Source: an optimization exercise on an open RTL-to-GDS flow (aim: small area and a short achievable clock period). Production flows keep margins and buffers that such runs may drop.
No functional check of the RTL was part of this run.
No activity file was given, so power comes from the tool's default toggle rates.

==> flow/config.mk <==
export PLATFORM = sky130hd
export DESIGN_NAME = SCPU_v1
export DESIGN_NICKNAME = SCPU_v1
export VERILOG_FILES = /design/flow/design.v
export SDC_FILE = /design/flow/constraint.sdc
export NUM_CORES = 4
export LEC_CHECK = 0
export CAP_MARGIN = 20
export CORE_MARGIN = 2
export CORE_UTILIZATION = 25
export PLACE_DENSITY = 0.4
export SLEW_MARGIN = 20
==> flow/constraint.sdc <==
create_clock -name core_clock -period 30.0 [get_ports {clk}]
set_input_delay 6.0000 -clock core_clock [delete_from_list [all_inputs] [get_ports {clk}]]
set_output_delay 6.0000 -clock core_clock [all_outputs]
set_load 0.01 [all_outputs]
==> flow/design.v <==
`timescale 1ns / 1ps
module SCPU_v1( 	input [31:0] inst_in, Data_in,
						input clk, reset,
						output MemW,
						output [31:0] Addr_out, Data_out, PC_out,
						input [4:0] test_reg_index,
						output [31:0] test_reg_result
					);
	wire RegW, beq, bne, branch;  
	wire [1:0] sourceA, sourceB, destReg, toReg, jump;
	wire [3:0] ALU_op;
	wire zero, overflow;  
	wire [31:0] ALU_in_A, ALU_in_B, res;
	wire [32:0] PC_inc_o, offset_add_o;  
	wire [31:0] addr_ext_o, addr_signext_o, addr_zeroext_o;  
	wire [31:0] addr_shift1_o;  
	wire [27:0] addr_shift2_o;
	wire [4:0] destReg_Mux_out;  
	wire [31:0] toReg_out, sourceB_in_0, sourceA_in_0, branch_mux_o,   jump_mux_o;
	wire ext;
	reg [31:0] PC;
	always @ (posedge clk) begin
		if(reset)
			PC <= 0;
		else
			PC <= jump_mux_o;
	end
	assign PC_out = PC;
	assign Data_out = sourceB_in_0;
	assign Addr_out = res;
	assign addr_shift1_o = addr_ext_o << 2;
	assign addr_shift2_o = {inst_in[25:0], 2'b00};
	assign branch = beq&zero | bne&~zero;
	MUX2T1_32 	branch_Mux(.I0(PC_inc_o[31:0]), .I1(offset_add_o[31:0]), .s(branch), .o(branch_mux_o)),
					extend_mode(.I0(addr_zeroext_o), .I1(addr_signext_o), .s(ext), .o(addr_ext_o));
	MUX4T1_32   sourceA_Mux(.I0(sourceA_in_0), .I1(addr_ext_o),
									.I2(sourceB_in_0), .I3(32'h0), .s(sourceA), .o(ALU_in_A)),
					jump_Mux(.I0(branch_mux_o), .I1({PC_out[31:28], addr_shift2_o}), 
								.I2(sourceA_in_0), .I3(32'h0), .s(jump), .o(jump_mux_o)),
					SourceB_Mux(.I0(sourceB_in_0), .I1(addr_ext_o), 
									.I2(inst_in), .I3(32'h00000400), .s(sourceB), .o(ALU_in_B)),
					ToReg_Mux(.I0(res), .I1(Data_in), 
								 .I2(PC_inc_o[31:0]), .I3(32'h0), .s(toReg), .o(toReg_out));
	MUX4T1_5 	DestReg_Mux(.I0(inst_in[15:11]), .I1(inst_in[20:16]),
									.I2(5'b11111), .I3(5'h0), .s(destReg), .o(destReg_Mux_out));
	Regs Regs(	.clk(clk), .rst(reset), .reg_Rs_addr_A(inst_in[25:21]), .reg_Rt_addr_B(inst_in[20:16]),
					.reg_Wt_addr(destReg_Mux_out), .wdata(toReg_out), .rdata_A(sourceA_in_0), .rdata_B(sourceB_in_0),
					.we(RegW), 
					.test_reg_index(test_reg_index), .test_reg_result(test_reg_result));
	ALU_v1 ALU(	.A(ALU_in_A), .B(ALU_in_B), .ALU_operation(ALU_op), .zero(zero), .overflow(overflow),
				.res(res) );
	controller Controller(	.opcode(inst_in[31:26]), .func(inst_in[5:0]), .ext(ext),
									.inst_in(inst_in),
									.MemW(MemW), .RegW(RegW), .sourceB(sourceB), .sourceA(sourceA),
									.toReg(toReg), .destReg(destReg), .beq(beq), .bne(bne), .jump(jump),
									.ALUopcode(ALU_op) );
	ADC32 	PC_inc(.C0(1'b0), .A(PC_out), .B(32'h00000004), .S(PC_inc_o), .overflow()),
				offset_add(.C0(1'b0), .A(PC_inc_o[31:0]), .B(addr_shift1_o), .S(offset_add_o), .overflow());
	signExt_16T32 signExt_1(.i(inst_in[15:0]), .o(addr_signext_o));
	zeroExt_16T32 zeroExt_1(.i(inst_in[15:0]), .o(addr_zeroext_o));
endmodule
`timescale 1ns / 1ps
module Regs( input clk, rst, we, 
		       input [4:0] reg_Rs_addr_A, reg_Rt_addr_B, reg_Wt_addr, 
		       input [31:0] wdata,
		       output [31:0] rdata_A, rdata_B,
				 input [4:0] test_reg_index,
				 output [31:0] test_reg_result
		    );
	reg [31:0] register [1:31]; 		 
	assign rdata_A = (reg_Rs_addr_A == 0) ? 0 : register[reg_Rs_addr_A];	    
	assign rdata_B = (reg_Rt_addr_B == 0) ? 0 : register[reg_Rt_addr_B];   	 
	assign test_reg_result = 
		(test_reg_index == 0) ? 0 : register[test_reg_index];						 
	always @(negedge clk or posedge rst) 
      begin   
			if (rst==1) begin
				register[1] <= 0; register[2] <= 0; register[3] <= 0;
			register[4] <= 0; register[5] <= 0; register[6] <= 0; register[7] <= 0;
			register[8] <= 0; register[9] <= 0; register[10] <= 0; register[11] <= 0;
			register[12] <= 0; register[13] <= 0; register[14] <= 0; register[15] <= 0;
			register[16] <= 0; register[17] <= 0; register[18] <= 0; register[19] <= 0;
			register[20] <= 0; register[21] <= 0; register[22] <= 0; register[23] <= 0;
			register[24] <= 0; register[25] <= 0; register[26] <= 0; register[27] <= 0;
			register[28] <= 0; register[29] <= 0; register[30] <= 0; register[31] <= 0;
			end  
		   else if ((reg_Wt_addr != 0) && (we == 1)) 
				register[reg_Wt_addr] <= wdata;      			 
	   end
endmodule
`timescale 1ns / 1ps
module ALU_v1( input [3:0] ALU_operation,
					input [31:0] A, B,
					output overflow, zero,
					output [31:0] res
    );
	 wire [32:0] ADC_out;
	 wire [31:0] ADC_B, signalext_out;
	 wire [31:0] and_res, or_res, xor_res, nor_res, srl_res, sll_res, slt_res;
	 wire SLT;
	 and32 and32(.A(A), .B(B), .res(and_res));
	 or32 or32(.A(A), .B(B), .res(or_res));
	 xor32 xor32(.A(A), .B(B), .res(xor_res));
	 nor32 nor32(.A(A), .B(B), .res(nor_res));
	 srl32 srl32(.A(A), .B(B), .res(srl_res));
	 sll32 sll32(.A(A), .B(B), .res(sll_res));
	 SignalExt_32 signalext(.S(ALU_operation[2]), .So(signalext_out));
	 assign ADC_B = signalext_out ^ B;
	 ADC32 adder(.A(A), .B(ADC_B), .C0(ALU_operation[2]), .S(ADC_out), .overflow(overflow));
	 or_bit_32 zeroJudge(.A(res), .o(zero));
	 assign SLT = ~(A[31]^B[31]) & ADC_out[31] | A[31] & ~B[31];
	 assign slt_res = {31'h0, SLT};
	 MUX16T1_32 mux(	.I0(and_res),
							.I1(or_res),
							.I2(ADC_out[31:0]),
							.I3(xor_res),
							.I4(nor_res),
							.I5(srl_res),
							.I6(ADC_out[31:0]),
							.I7(slt_res),
							.I8(sll_res),
							.I9(32'h0),
							.I10(32'h0),
							.I11(32'h0),
							.I12(32'h0),
							.I13(32'h0),
							.I14(32'h0),
							.I15(32'h0),
							.s(ALU_operation),
							.o(res));
endmodule
`timescale 1ns / 1ps
module controller( input [5:0] opcode, func,
						 input [31:0] inst_in,
                   output [3:0] ALUopcode,
						 output RegW, MemW, beq, bne, ext,
						 output [1:0] sourceA, sourceB, toReg, destReg, jump
    );
	wire rtype_ALU, itype_ALU, lw, sw, shift, j, jr,  jal, jalr, nop;
	first_decoder decoder_1(	.opcode(opcode), .func(func), .inst_in(inst_in),
										.rtype_ALU(rtype_ALU), .itype_ALU(itype_ALU),
										.lw(lw), .sw(sw), .shift(shift), .nop(nop),
										.beq(beq), .bne(bne), .j(j), .jr(jr), .jal(jal), .jalr(jalr));
	second_decoder decoder_2(	.func(func), .opcode(opcode), .nop(nop),
										.rtype_ALU(rtype_ALU), .itype_ALU(itype_ALU), .lw(lw), .sw(sw), 
										.beq(beq), .bne(bne), .j(j), .jal(jal), .jr(jr),
										.jalr(jalr), .shift(shift), .ext(ext),
										.RegW(RegW), .sourceB(sourceB), .MemW(MemW), .toReg(toReg), 
										.destReg(destReg), .jump(jump), .sourceA(sourceA), .ALUopcode(ALUopcode));
endmodule
`timescale 1ns / 1ps
module first_decoder( 	input [5:0] opcode, func, input [31:0] inst_in,
								output rtype_ALU, itype_ALU,
								lw, sw, beq, bne, jal, jalr, shift, nop, j, jr
							);
	 assign nop = (inst_in == 32'h0) ? 1 : 0;
	 assign rtype_ALU = (opcode == 6'b000000 && inst_in != 32'h0) ? 1 : 0;
	 assign itype_ALU = (opcode < 6'b010000 && opcode > 6'b000111) ? 1 : 0;
	 assign lw = (opcode == 6'b100011) ? 1 : 0;
	 assign sw = (opcode == 6'b101011) ? 1 : 0;
	 assign beq = (opcode == 6'b000100) ? 1 : 0;
	 assign bne = (opcode == 6'b000101) ? 1 : 0;
	 assign j = (opcode == 6'b000010) ? 1 : 0;
	 assign jr = (opcode == 6'b000000 && func == 6'd8) ? 1 : 0;
	 assign jal = (opcode == 6'b000011) ? 1 : 0;
	 assign jalr = (opcode == 6'b000000 && func == 6'd9) ? 1'b1 : 1'b0;
	 assign shift = (inst_in != 32'h0 && opcode == 6'b000000 && (func == 6'd2 || func == 6'd0)) ? 1'b1 : 1'b0;
endmodule
`timescale 1ns / 1ps
module second_decoder( input [5:0] func, opcode, 
                       input wire rtype_ALU, itype_ALU, lw, sw, j, jr, jal, jalr, shift, beq, bne, nop,
							  output RegW, MemW, ext,
							  output [1:0] sourceA, sourceB, toReg, destReg, jump,
							  output [3:0] ALUopcode
							);
	reg [3:0] ALU_reg;
	reg [1:0] sourceA_reg, sourceB_reg, toReg_reg, destReg_reg, jump_reg;
	always @ * begin
		if(rtype_ALU) begin
			case(func)
				6'h0:  ALU_reg <= 4'b1000;  
				6'd2:  ALU_reg <= 4'b0101;  
				6'd9:  ALU_reg <= 4'b0010;  
				6'd32: ALU_reg <= 4'b0010;  
				6'd34: ALU_reg <= 4'b0110;  
				6'd36: ALU_reg <= 4'b0000;  
				6'd37: ALU_reg <= 4'b0001;  
				6'd38: ALU_reg <= 4'b0011;  
				6'd39: ALU_reg <= 4'b0100;  
				6'd42: ALU_reg <= 4'b0111;  
				default: ALU_reg <= 4'b0010;
			endcase
		end
		else if(itype_ALU) begin
			case(opcode)
				6'h8: ALU_reg <= 4'b0010;  
				6'ha: ALU_reg <= 4'b0111;  
				6'hc: ALU_reg <= 4'b0000;  
				6'hd: ALU_reg <= 4'b0001;  
				6'he: ALU_reg <= 4'b0011;  
				6'hf: ALU_reg <= 4'b1000;  
				default: ALU_reg <= 4'b0010;
			endcase
		end
		else if(beq || bne)
			ALU_reg <= 4'b0110;
		else
			ALU_reg <= 4'b0010;  
	end
	assign ALUopcode = ALU_reg;
	always @ * begin
		if(opcode == 6'hf)  
			sourceA_reg <= 2'b01;
		else if(shift)
			sourceA_reg <= 2'b10;
		else
			sourceA_reg <= 2'b00;
	end
	assign sourceA = sourceA_reg;
	always @ *
		if(lw || sw || (itype_ALU && opcode != 6'h0f))  
			sourceB_reg <= 2'b01;
		else if(shift)
			sourceB_reg <= 2'b10;
		else if(opcode == 6'h0f)
			sourceB_reg <= 2'b11;
		else
			sourceB_reg <= 2'b00;
	assign sourceB = sourceB_reg;
	always @ *
		if(lw)
			toReg_reg <= 2'b01;
		else if(jal | jalr)
			toReg_reg <= 2'b10;
		else
			toReg_reg <= 2'b00;
	assign toReg = toReg_reg;
	always @ *
		if(lw | itype_ALU )
			destReg_reg <= 2'b01;
		else if(jal)
			destReg_reg <= 2'b10;
		else
			destReg_reg <= 2'b00;
	assign destReg = destReg_reg;
	always @ *
		if(j | jal)
			jump_reg <= 2'b01;
		else if(jalr | jr)
			jump_reg <= 2'b10;
		else
			jump_reg <= 2'b00;
	assign jump = jump_reg;		
	assign RegW = lw | itype_ALU | (rtype_ALU & ~nop) | jal ;  
	assign MemW = sw;
	assign ext = (opcode == 6'h8 || opcode == 6'ha || beq || bne) ? 1 : 0;  
endmodule
`timescale 1ns / 1ps
module  MUX2T1_32(input[31:0]I0,
						input[31:0]I1,
						input s,
						output[31:0]o
						 );
	assign o = s?I1:I0;			 
endmodule
`timescale 1ns / 1ps
module   MUX4T1_32(input [1:0]s,
						 input [31:0]I0,
						 input [31:0]I1,
						 input [31:0]I2,
						 input [31:0]I3,						
						 output reg [31:0]o
						 );
		always @ *  
			case(s)
				2'd0: o = I0;
				2'd1: o = I1;
				2'd2: o = I2;
				2'd3: o = I3;
			endcase	
endmodule
`timescale 1ns / 1ps
module   MUX4T1_5(input [1:0]s,
						 input [4:0]I0,
						 input [4:0]I1,
						 input [4:0]I2,
						 input [4:0]I3,						
						 output reg[4:0]o
						 );
		always @ * 
			case(s)
				2'd0: o <= I0;
				2'd1: o <= I1;
				2'd2: o <= I2;
				2'd3: o <= I3;
			endcase	
endmodule
`timescale 1ns / 1ps
module  MUX16T1_32(input [3:0]s,
						 input [31:0]I0,
						 input [31:0]I1,
						 input [31:0]I2,
						 input [31:0]I3,
						 input [31:0]I4,
						 input [31:0]I5,
						 input [31:0]I6,
						 input [31:0]I7,
                   input [31:0]I8,
						 input [31:0]I9,
						 input [31:0]I10,
						 input [31:0]I11,
						 input [31:0]I12,
						 input [31:0]I13,
						 input [31:0]I14,
						 input [31:0]I15,						 
						 output reg [31:0]o
						 );
		always @ *			 
			case(s)
				4'd0: o = I0;
				4'd1: o = I1;
				4'd2: o = I2;
				4'd3: o = I3;
				4'd4: o = I4;
				4'd5: o = I5;
				4'd6: o = I6;
				4'd7: o = I7;
				4'd8: o = I8;
				4'd9: o = I9;
				4'd10: o = I10;
				4'd11: o = I11;
				4'd12: o = I12;
				4'd13: o = I13;
				4'd14: o = I14;
				4'd15: o = I15;
			endcase	
endmodule
`timescale 1ns / 1ps
module ADC32(input [31:0] A, 	 
				 input [31:0] B, 
				 input C0,			
				 output [32:0] S,
				 output overflow
				  );
	wire [31:0] T;
	assign T = A[30:0] + B[30:0] + C0;
	assign S = A + B + C0;
	assign overflow = S[32] ^ T[31];  
endmodule
`timescale 1ns / 1ps
module signExt_16T32(	input [15:0] i,
								output [31:0] o
							);
	assign o = i[15] ? {16'hFFFF,i[15:0]} : {16'h0000,i[15:0]};
endmodule
`timescale 1ns / 1ps
module zeroExt_16T32(	input [15:0] i,
								output[31:0] o
							);
	assign o = {16'h0000,i[15:0]};
endmodule
`timescale 1ns / 1ps
module and32(input [31:0] A,			
				 input [31:0] B,
				 output [31:0] res
				 );
	assign res = A & B;		 
endmodule
`timescale 1ns / 1ps
module or32(input [31:0] A,
				input [31:0] B,
				output [31:0] res
				);
	assign res = A | B;		 
endmodule
`timescale 1ns / 1ps
module xor32(input [31:0] A,
				 input [31:0] B,
				 output [31:0] res
				);
	assign res = A ^ B;		 
endmodule
`timescale 1ns / 1ps
module nor32(input [31:0] A,
				 input [31:0] B,
				 output [31:0] res
				 );
		assign res = ~(A | B);			 
endmodule
`timescale 1ns / 1ps
module sll32(input [31:0] A,
				 input [31:0] B,
				 output [31:0] res
				);	
		assign res = A << B[10:6];
endmodule
`timescale 1ns / 1ps
module srl32(input [31:0] A,
				 input [31:0] B,
				 output [31:0] res
				);	
		assign res = A >> B[10:6];
endmodule
`timescale 1ns / 1ps
module  or_bit_32(input [31:0] A,
						output o
					  );
	wire [31:0] B = 32'h0;
	assign o = A|B ? 0 : 1;		 
endmodule
`timescale 1ns / 1ps
module SignalExt_32(input S,
						  output [31:0]So
						  );
	assign So = {32{S}};			 
endmodule
==> flow/run.sh <==
#!/bin/bash
# synth_recipe.tcl (not shown) runs the flow's synth.tcl, then flattens the netlist and writes it again
# the make line also repeats each setting of config.mk as NAME=value (left out here)
make -C /OpenROAD-flow-scripts/flow DESIGN_CONFIG=/design/flow/config.mk WORK_HOME=/design/flow/orfs CLKGATE_MAP_FILE= SYNTH_SCRIPT=/design/flow/synth_recipe.tcl finish
==> results.cfg <==
[sta]
setup_violations = 0
fin_worst_skew_ps = 62.0
whs_ps = 488
drv_slew = 0
setup_slack_ps = 406
maxSlewHeadroom_pct = 12.1
fin_setup_tns_ps = 0
hold_viol = 0
rsz0062_at_grt = false
worstMarginPinSlew_ps = 1310

[layout]
drive_gt1_share_pct = 12.5
area_growth_pct = 21.2
layout.cells.non_filler = 12600
layout_common_cells = 1053 x nand2_1, 992 x dfrtn_1, 782 x o21ai_0, 629 x a21oi_1, 589 x nor2_1
final_common_cell = nand2_1
fillerInstances = 29100
fin_nets = 8901

[yosys]
syn_inst = 8611
synthAdderAreaFrac_pct = 2.34
synth.area.top_cells = dfrtn_1 36%, a22oi_1 6.4%, nand2_1 5.8%
synth_compound_area_share_pct = 29.9
synth_cell_type_count = 107
yosysTopAreaCellShare_pct = 36.0
syn-num-nets = 8810
synth_top_family_by_area = compound AO/OA/AOI/OAI gates
yosysWarnings = 7
synth_top_cell_by_area = dfrtn_1
synth_edf_count = 0
synth_area_mm2 = 0.0690
yosys.area_share.simple_pct = 22.7
ys.flop_type = dfrtn_1
avgSynthCellArea_um2 = 8.01
synth_seq_cells = 1024
synth_xor_xnor_area_share_pct = 1.37
synth_async_sr_flop_share_pct = 96.9
synthMuxAreaShare_pct = 1.42
synth_seq_area_share_pct = 36.9

[worst_setup_path]
path_delay_family = compound AO/OA/AOI/OAI gates
critPathMaxStageDelay_ps = 760
path_max_fanout = 4
cp-end-kind = primary output
crit_top_cell = a21oi_1
start_kind = register
critPathRequiredTime_ps = 24000
critical-path-slowest-cell = or4_1
path_class = register to primary output
crit_buf_inv = 4
worstPathArrival_ps = 23590

[placed_design]
dp.cells = 12200
dp_slack_ps = 637
portBuffers = 199
globalplace.congestion = 1.07
hpwl_mm = 443

[floorplan]
rows = 192
die_w_um = 529
die_area_mm2 = 0.280
initial_utilization_pct = 25.2
core_mm2 = 0.274
dieHeight_um = 529
io_pins = 200

[grt]
antenna_found_initial = 108
grt_pass1_wl_mm = 817
grt-ovfl-total = 0
grt_usage_pct = 43.6
grt_pass1_vias = 79800
grt_max_degree = 166

[clock_tree]
cts.sinks = 1024
cts-resized-gates = 0
cts_hold_buf = 0
h-tree-depth = 4
path_clk_slew_ps = 50
cts_inserted_buffers = 141
clock-root-buffer = clkbuf_16
clk_path_buf_depth = 4
clock_latency_ps = 840
tritoncts = done
post-cts-setup-buffers = 0

[outcome]
status = timing/DRC/antenna clean

[detailed_routing]
vias = 87500
first_pass_iters = 10
via_per_inst = 6.94
final_antenna_net_count = 0
dr.first_iter.drc_count = 16200
wl_mm = 633
wl_per_cell_um = 50.3
drc_errors = 0

[power_and_ir_drop]
powerDensity_mw_per_mm2 = 78.0
p_leak_nw = 36.0
peakVddDrop_uv = 44.6
power_w = 0.00652

[job]
maxCapViolCount = 0

[worst_hold_path]
min_path_type = register to register
synthesized netlist by cell type, types with 49 or more instances:
| library cell | n |
|---|---|
| o21ai_0 | 785 |
| a2111oi_0 | 138 |
| nor3_1 | 124 |
| a221oi_1 | 182 |
| o22ai_1 | 58 |
| a21oi_1 | 657 |
| buf_2 | 60 |
| inv_1 | 122 |
| clkbuf_1 | 708 |
| nand2_1 | 1074 |
| a22oi_1 | 584 |
| xnor2_1 | 76 |
| ha_1 | 126 |
| nor2_1 | 679 |
| dfrtn_1 | 992 |
| a22o_1 | 177 |
| nand4_1 | 203 |
| nand3_1 | 297 |
| mux2i_1 | 83 |
| and3_1 | 555 |
| nor4_1 | 49 |
registers in the layout, summed over array words and instances, names as in the netlist:
signal,flops
PC,32
Regs.register,992
worst register-to-register path, delay by kind of cell (launching register included):
kind	cells	cell delay, ps
compound gates	14	3980
xor+xnor	2	270
fa+ha+maj	1	500
buf+inv	4	950
flops	1	470
mux	2	940
simple gates	8	2750
cell families (layout without fill, tap and decap cells):
logic type	count (synthesis)	in the layout
buffers and inverters	947	1133
adder cells (fa/ha/maj)	128	128
multiplexers	95	95
XOR/XNOR	108	108
AO/OA/AOI/OAI	3070	3070
other	0	115
AND/OR/NAND/NOR	3239	3239
flip-flops	1024	1024
metal layers:
metal / track usage [%] / wire length (um) / vias up / part of all wire (%)
met5: 0.606 / 406 / - / 0.064
met1: 53.9 / 243000 / 43700 / 38
met2: 61.5 / 255000 / 8316 / 40
met3: 17.0 / 80300 / 2661 / 13
met4: 31.0 / 54700 / 50 / 8.6
li1: - / - / 32700 / -
worst paths after layout:
kind / end / cells after the start / start / slack (ps)
worst max-delay path: Addr_out[30] / 27 / Regs.register[14][0]$_DFFE_NP0P_ / 410
worst min-delay path: Regs.register[31][15]$_DFFE_NP0P_ / 2 / Regs.register[31][15]$_DFFE_NP0P_ / 490
worst max register to register: PC[15]$_SDFF_PP0_ / 31 / Regs.register[7][4]$_DFFE_NP0P_ / 4980
worst min register to register: Regs.register[31][15]$_DFFE_NP0P_ / 2 / Regs.register[31][15]$_DFFE_NP0P_ / 490
max in group asynchronous: Regs.register[21][23]$_DFFE_NP0P_ / 5 / reset / 7150
min in group asynchronous: Regs.register[4][13]$_DFFE_NP0P_ / 3 / reset / 20370
area by class of cell:
class                           count  area [um^2]  share of cell area (%)
Multi-Input combinational cell   6640        41200                    49.3
Sequential cell                  1024        25500                    30.5
Timing Repair Buffer              767         6880                    8.22
Tap cell                         3686         4610                    5.51
Clock buffer                      188         4010                    4.79
Clock inverter                     50          696                   0.832
Inverter                          128          485                   0.581
Antenna cell                      115          288                   0.344
power by group:
part / internal, W / switching, W / total [W]
clock: 0.00107 / 0.000731 / 0.00180
combinational: 0.000724 / 0.00164 / 0.00237
sequential: 0.00172 / 0.000635 / 0.00236
per-stage QoR:
| step | cell area (um^2) | utilization (%) |
|---|---|---|
| 2_1_floorplan | 69000 | - |
| 3_3_place_gp | 78500 | 28.6 |
| 3_5_place_dp | 78600 | 28.7 |
| 4_1_cts | 83300 | 30.4 |
| 5_1_grt | 83400 | 30.4 |
| 6_report | 83600 | 30.5 |
